This design comes from an exercise in tuning for small area on the open sky130 flow, not from production work. Where RTL was checked, it was by simulation tests only, not by an equivalence proof against the original. Power is estimated from default activity; no workload was simulated. The flow treats the clock pin as an ideal source, which a real chip does not have.

Design uart_core, start of the top module:
module uart_core(
  input                  clk     ,
  input                  rst_n   ,       
  input                  serial_in_i     ,
  output                 serial_out_o    ,  
  output  [15:0]         bus2ip_addr_o   ,
  output  [15:0]         bus2ip_data_o   ,
  output                 bus2ip_rd_ce_o  ,     
  output                 bus2ip_wr_ce_o  ,     
  input   [15:0]         ip2bus_data_i
);
Size in the first run: ~2400 cells after synthesis, ~870 flip-flops, about 54 I/O pins, about 34000 um^2 of cells after synthesis.
Settings: LEC_CHECK=0, CAP_MARGIN=20, CORE_MARGIN=2, CORE_UTILIZATION=70, PLACE_DENSITY=0.75, SLEW_MARGIN=20; clock period 8.0 ns.
standard.sh (not shown) runs the stock make flow with config.mk's settings and CLKGATE_MAP_FILE= SYNTH_SCRIPT=/design/flow/synth_recipe.tcl, a recipe that flattens the netlist after the stock synthesis.
==> flow/flow/run.sh <==
#!/bin/bash
set -o pipefail
export CTS_ARGS="-sink_clustering_enable -repair_clock_nets -dont_use_dummy_load -sink_clustering_size 30 -sink_clustering_max_diameter 100"
export BUFFER_PORTS_ARGS="-buffer_cell sky130_fd_sc_hd__buf_1"
bash standard.sh > standard.log 2>&1
Then changed:
==> flow/flow/run.sh (replaced) <==
#!/bin/bash
set -o pipefail
export CTS_ARGS="-sink_clustering_enable -repair_clock_nets -dont_use_dummy_load -root_buf sky130_fd_sc_hd__clkbuf_16 -buf_list sky130_fd_sc_hd__clkbuf_8 -sink_clustering_size 20 -sink_clustering_max_diameter 80"
export BUFFER_PORTS_ARGS="-buffer_cell sky130_fd_sc_hd__buf_1"
bash standard.sh > standard.log 2>&1
CORE_UTILIZATION = 60   (was 70)
PLACE_DENSITY = 0.7   (was 0.75)
Utilization falls by 11 points; clock skew hardly moves; via count is lower by 0.48%; power drops by 1.9%; clock-buffer cell count went up by 16; global-route usage decreases by 4.6 points; register-to-register slack improved by 20 ps.
Then changed:
==> flow/flow/run.sh (replaced) <==
#!/bin/bash
set -o pipefail
export CTS_ARGS="-sink_clustering_enable -repair_clock_nets -dont_use_dummy_load -sink_clustering_size 32 -sink_clustering_max_diameter 90"
export BUFFER_PORTS_ARGS="-buffer_cell sky130_fd_sc_hd__buf_1"
bash standard.sh > standard.log 2>&1
PLACE_DENSITY = default   (was 0.7)
What happened:
- The new run finished clean
- maximum frequency fell by 0.77%
- cell count shrinks by about 0.35%
- worst setup slack gets worse by 49 ps
- global-route usage came out higher by 0.47 points
- sequential power stays flat

========
== rev 12 ==
uart_core, a different RTL version from the one above (not shown whole).
Size: ~870 flip-flops, roughly 0.034 mm2 of cells after synthesis.
clock: 8.0 ns
lec_check: 0
cap_margin: 5
core_margin: 2
core_utilization: 60
slew_margin: 5
==> flow/flow/run.sh <==
#!/bin/bash
set -o pipefail
export CTS_ARGS="-sink_clustering_enable -repair_clock_nets -dont_use_dummy_load -sink_clustering_size 32 -sink_clustering_max_diameter 50"
export BUFFER_PORTS_ARGS="-buffer_cell sky130_fd_sc_hd__buf_1"
bash standard.sh > standard.log 2>&1
Rev 12 finished every step from synthesis to the final layout, and the layout passed the timing, design-rule and antenna checks.
What rev 13 does differently from rev 12 at the input level:
Settings: a change of SLEW_MARGIN from 5 to 20; a change of CAP_MARGIN from 5 to 20.
==> flow/flow/run.sh <==
#!/bin/bash
set -o pipefail
export CTS_ARGS="-sink_clustering_enable -repair_clock_nets -dont_use_dummy_load -sink_clustering_size 34 -sink_clustering_max_diameter 70"
export BUFFER_PORTS_ARGS="-buffer_cell sky130_fd_sc_hd__buf_1"
bash standard.sh > standard.log 2>&1
### Flow results
Rev 13 closes out successfully: all stages finished, all timing, DRC and antenna checks passed. Of rev 12 and rev 13, the lower first-pass GRT wire length belongs to rev 13. Summary of rev 13 over rev 12: worst-case headroom to the max-slew limit rose by 12 points, sum of net half-perimeters after detailed placement stayed essentially flat, signed area change from the synthesized netlist to the final layout fell by 1.9 points. [compare] base=rev 12 new=rev 13: total of clock buffers placed in the layout dropped 39%, number of cells on the worst reg-to-reg path dropped 1, total via count after detailed routing dropped 227, setup slack climbed 0.049 ns. Looking at slowest library cell on the worst path, the sky130_fd_sc_hd__nor2_1 result is from rev 12; the sky130_fd_sc_hd__fa_2 one comes from rev 13.
No run of this note included a check of the RTL's function; only the layout flow was run.

========
uart_core with an RTL version that a note above also has.
Size: about 870 flip-flops, roughly 34000 um^2 of cells after synthesis.
Design uart_core, start of the top module:
module uart_core(
  input                  clk     ,
  input                  rst_n   ,       
  input                  serial_in_i     ,
  output                 serial_out_o    ,  
  output  [15:0]         bus2ip_addr_o   ,
  output  [15:0]         bus2ip_data_o   ,
  output                 bus2ip_rd_ce_o  ,     
  output                 bus2ip_wr_ce_o  ,     
  input   [15:0]         ip2bus_data_i
);
  wire          parity_en ; 
  wire          msb_first ; 
  wire          start_polarity;
  wire          en_16x_baud;
  wire          reset_buffer;
  wire [7:0]    rx_data_out ;
  wire          rx_read_buffer;
  wire          rx_buffer_data_present;
  wire  [7:0]   tx_data_in         ; 
  wire          tx_write_buffer    ; 
  wire          tx_write_now       ; 
  wire          tx_buffer_full     ; 
  wire          tx_buffer_afull;
  wire  [15:0]  baud_config  ;
  uart_rx uart_rx(
    .clk                   (clk ),
    .rst_n                 (rst_n ),     
    .parity_en_i           (parity_en ),     
    .msb_first_i           (msb_first ),     
    .start_polarity_i      (start_polarity),
    .serial_in_i           (serial_in_i ),
    .data_out_o            (rx_data_out ),
    .read_buffer_i         (rx_read_buffer ),
    .reset_buffer_i        (reset_buffer ),                     
    .en_16x_baud_i         (en_16x_baud ),
    .buffer_data_present_o (rx_buffer_data_present )
  );
  uart_tx uart_tx(
    .clk                   (clk ) , 
    .rst_n                 (rst_n ) , 
    .parity_en_i           (parity_en ) , 
    .msb_first_i           (msb_first ) , 
    .start_polarity_i      (start_polarity),
    .data_in_i             (tx_data_in ) , 
    .write_buffer_i        (tx_write_buffer ) , 
    .write_now_i           (tx_write_now ) , 
    .reset_buffer_i        (reset_buffer ) , 
    .en_16x_baud_i         (en_16x_baud ) , 
    .serial_out_o          (serial_out_o ) , 
    .buffer_full_o         (tx_buffer_full ) , 
    .buffer_afull_o        (tx_buffer_afull )
  );
  baud_generator  baud_generator(
    .clk                   (clk )   ,
    .rst_n                 (rst_n)  ,
  ...
==> flow/config.mk <==
export PLATFORM = sky130hd
export DESIGN_NAME = uart_core
export DESIGN_NICKNAME = uart_core
export VERILOG_FILES = /design/flow/design.v
export SDC_FILE = /design/flow/constraint.sdc
export NUM_CORES = 4
export LEC_CHECK = 0
export CAP_MARGIN = 0
export CORE_MARGIN = 2
export CORE_UTILIZATION = 65
export SLEW_MARGIN = 0
==> flow/constraint.sdc <==
create_clock -name core_clock -period 8.0 [get_ports {clk}]
set_input_delay 1.6000 -clock core_clock [delete_from_list [all_inputs] [get_ports {clk}]]
set_output_delay 1.6000 -clock core_clock [all_outputs]
set_load 0.01 [all_outputs]
==> flow/flow/run.sh <==
#!/bin/bash
set -o pipefail
export CTS_ARGS="-sink_clustering_enable -repair_clock_nets -dont_use_dummy_load -sink_clustering_size 30 -sink_clustering_max_diameter 100"
export BUFFER_PORTS_ARGS="-buffer_cell sky130_fd_sc_hd__buf_1"
bash standard.sh > standard.log 2>&1
The starting point produced a clean layout.
Change:
CAP_MARGIN = 20   (was 0)
CORE_UTILIZATION = 60   (was 65)
PLACE_DENSITY = 0.7   (was default)
SLEW_MARGIN = 20   (was 0)
Result: Synthesized cell count is unchanged. Power stays flat. Sequential share of layout area goes down by 0.13 points. Sequential cell count is unchanged. Design area hardly moves. Area after synthesis is unchanged. Count of clock-buffer cells in the layout does not change. Worst setup slack is worse by 130 ps. Wire length barely changes.
Change:
PLACE_DENSITY = default   (was 0.7)
Outcome:
- sequential share of layout area stays flat
- clock power rises by about 2%
- total power rises by 0.67%
- setup slack is worse by 83 ps
- routed wire length rises by 0.89%
Change:
==> flow/flow/run.sh (replaced) <==
#!/bin/bash
set -o pipefail
export CTS_ARGS="-sink_clustering_enable -repair_clock_nets -dont_use_dummy_load -sink_clustering_size 36 -sink_clustering_max_diameter 70"
export BUFFER_PORTS_ARGS="-buffer_cell sky130_fd_sc_hd__buf_1"
bash standard.sh > standard.log 2>&1
CORE_UTILIZATION = 70   (was 60)
PLACE_DENSITY = 0.8   (was default)
Result: The changed run completed without violations. Area after synthesis does not change. Cell count goes down by about 4.3%. Non-clock buffer count climbs by 1. Power went up by 0.39%. Wire length goes down by 0.68%. Sequential share of layout area climbs by 0.16 points. Register-to-register slack barely changes. Via count rises by 2.8%. Final area barely changes. Core utilization went up by 11 points.
Change:
==> flow/flow/run.sh (replaced) <==
#!/bin/bash
set -o pipefail
export CTS_ARGS="-sink_clustering_enable -repair_clock_nets -dont_use_dummy_load -root_buf sky130_fd_sc_hd__clkbuf_16 -buf_list sky130_fd_sc_hd__clkbuf_8 -sink_clustering_size 16 -sink_clustering_max_diameter 60"
export BUFFER_PORTS_ARGS="-buffer_cell sky130_fd_sc_hd__buf_1"
bash standard.sh > standard.log 2>&1
CORE_UTILIZATION = 60   (was 70)
PLACE_DENSITY = 0.7   (was 0.8)
Routed wire length is about the same.
Worst setup slack is worse by 450 ps.
Cell area rose by 0.51%.
Global-route usage fell by 4.6 points.
Final cell count rose by 5.4%.
Clock skew is about the same.
Area after synthesis stays the same.
Clock-buffer cell count rose by 29.
Die area rose by 16%.
Sequential share of layout area fell by 0.32 points.
Clock power rose by about 2%.
Change:
==> flow/flow/run.sh (replaced) <==
#!/bin/bash
set -o pipefail
export CTS_ARGS="-sink_clustering_enable -repair_clock_nets -dont_use_dummy_load -sink_clustering_size 30 -sink_clustering_max_diameter 100"
export BUFFER_PORTS_ARGS="-buffer_cell sky130_fd_sc_hd__buf_1"
bash standard.sh > standard.log 2>&1
GPL_ROUTABILITY_DRIVEN = 0   (was default)
GPL_TIMING_DRIVEN = 0   (was default)
PLACE_DENSITY = default   (was 0.7)
Result:
- The changed run produced a clean layout
- power falls slightly
- first-iteration DRC count stays flat
- wire length increases by a little under a tenth
- clock-buffer cell count went down by 31

[afterwards: timing with drivers on the ports]
The results above use ideal ports. As a check the final layouts listed here were re-extracted and re-timed, cells and wires unchanged.
Step 1 (the two cells are an assumption about what drives the block):
set clk [get_ports {clk}]
set_driving_cell -lib_cell sky130_fd_sc_hd__clkbuf_16 $clk
set_driving_cell -lib_cell sky130_fd_sc_hd__buf_2 [delete_from_list [all_inputs] $clk]
Step 2 adds t to the input delays and takes it off the output delays; t is the mean of the earliest and latest rising clock arrival at the registers after step 1. Input paths then give back, and output paths get back, about the clock's delay inside the block.
Slacks: no drivers / after step 1 / after step 2; pairs: no drivers / after step 1.
| run | t (ns) | setup slack, ns | hold WS [ns] | cell pins on the clock port's net |
|---|---|---|---|---|
| the first run of note 1 | 0.639 | 1.639 / 1.579 / 2.218 | 0.311 / 0.311 / 0.311 | 1 |
| the second run of note 1 | 0.640 | 1.660 / 1.596 / 2.236 | 0.324 / 0.324 / 0.324 | 1 |
| the third run of note 1 | 0.645 | 1.611 / 1.547 / 2.192 | 0.325 / 0.325 / 0.325 | 1 |
| rev 12 | 0.653 | 1.427 / 1.365 / 2.018 | 0.299 / 0.299 / 0.299 | 1 |
| rev 13 | 0.650 | 1.476 / 1.414 / 2.064 | 0.278 / 0.278 / 0.278 | 1 |
| the first run of note 3 | 0.653 | 1.791 / 1.726 / 2.379 | 0.285 / 0.285 / 0.285 | 1 |
| the second run of note 3 | 0.636 | 1.657 / 1.595 / 2.231 | 0.297 / 0.297 / 0.297 | 1 |
| the third run of note 3 | 0.658 | 1.574 / 1.505 / 2.163 | 0.315 / 0.315 / 0.315 | 1 |
| the fourth run of note 3 | 0.640 | 2.101 / 2.045 / 2.685 | 0.287 / 0.287 / 0.287 | 1 |
| the fifth run of note 3 | 0.633 | 1.653 / 1.588 / 2.222 | 0.336 / 0.336 / 0.336 | 1 |
| the sixth run of note 3 | 0.639 | 1.404 / 1.341 / 1.980 | 0.271 / 0.271 / 0.271 | 1 |
After both steps setup and hold are still met in every run listed.
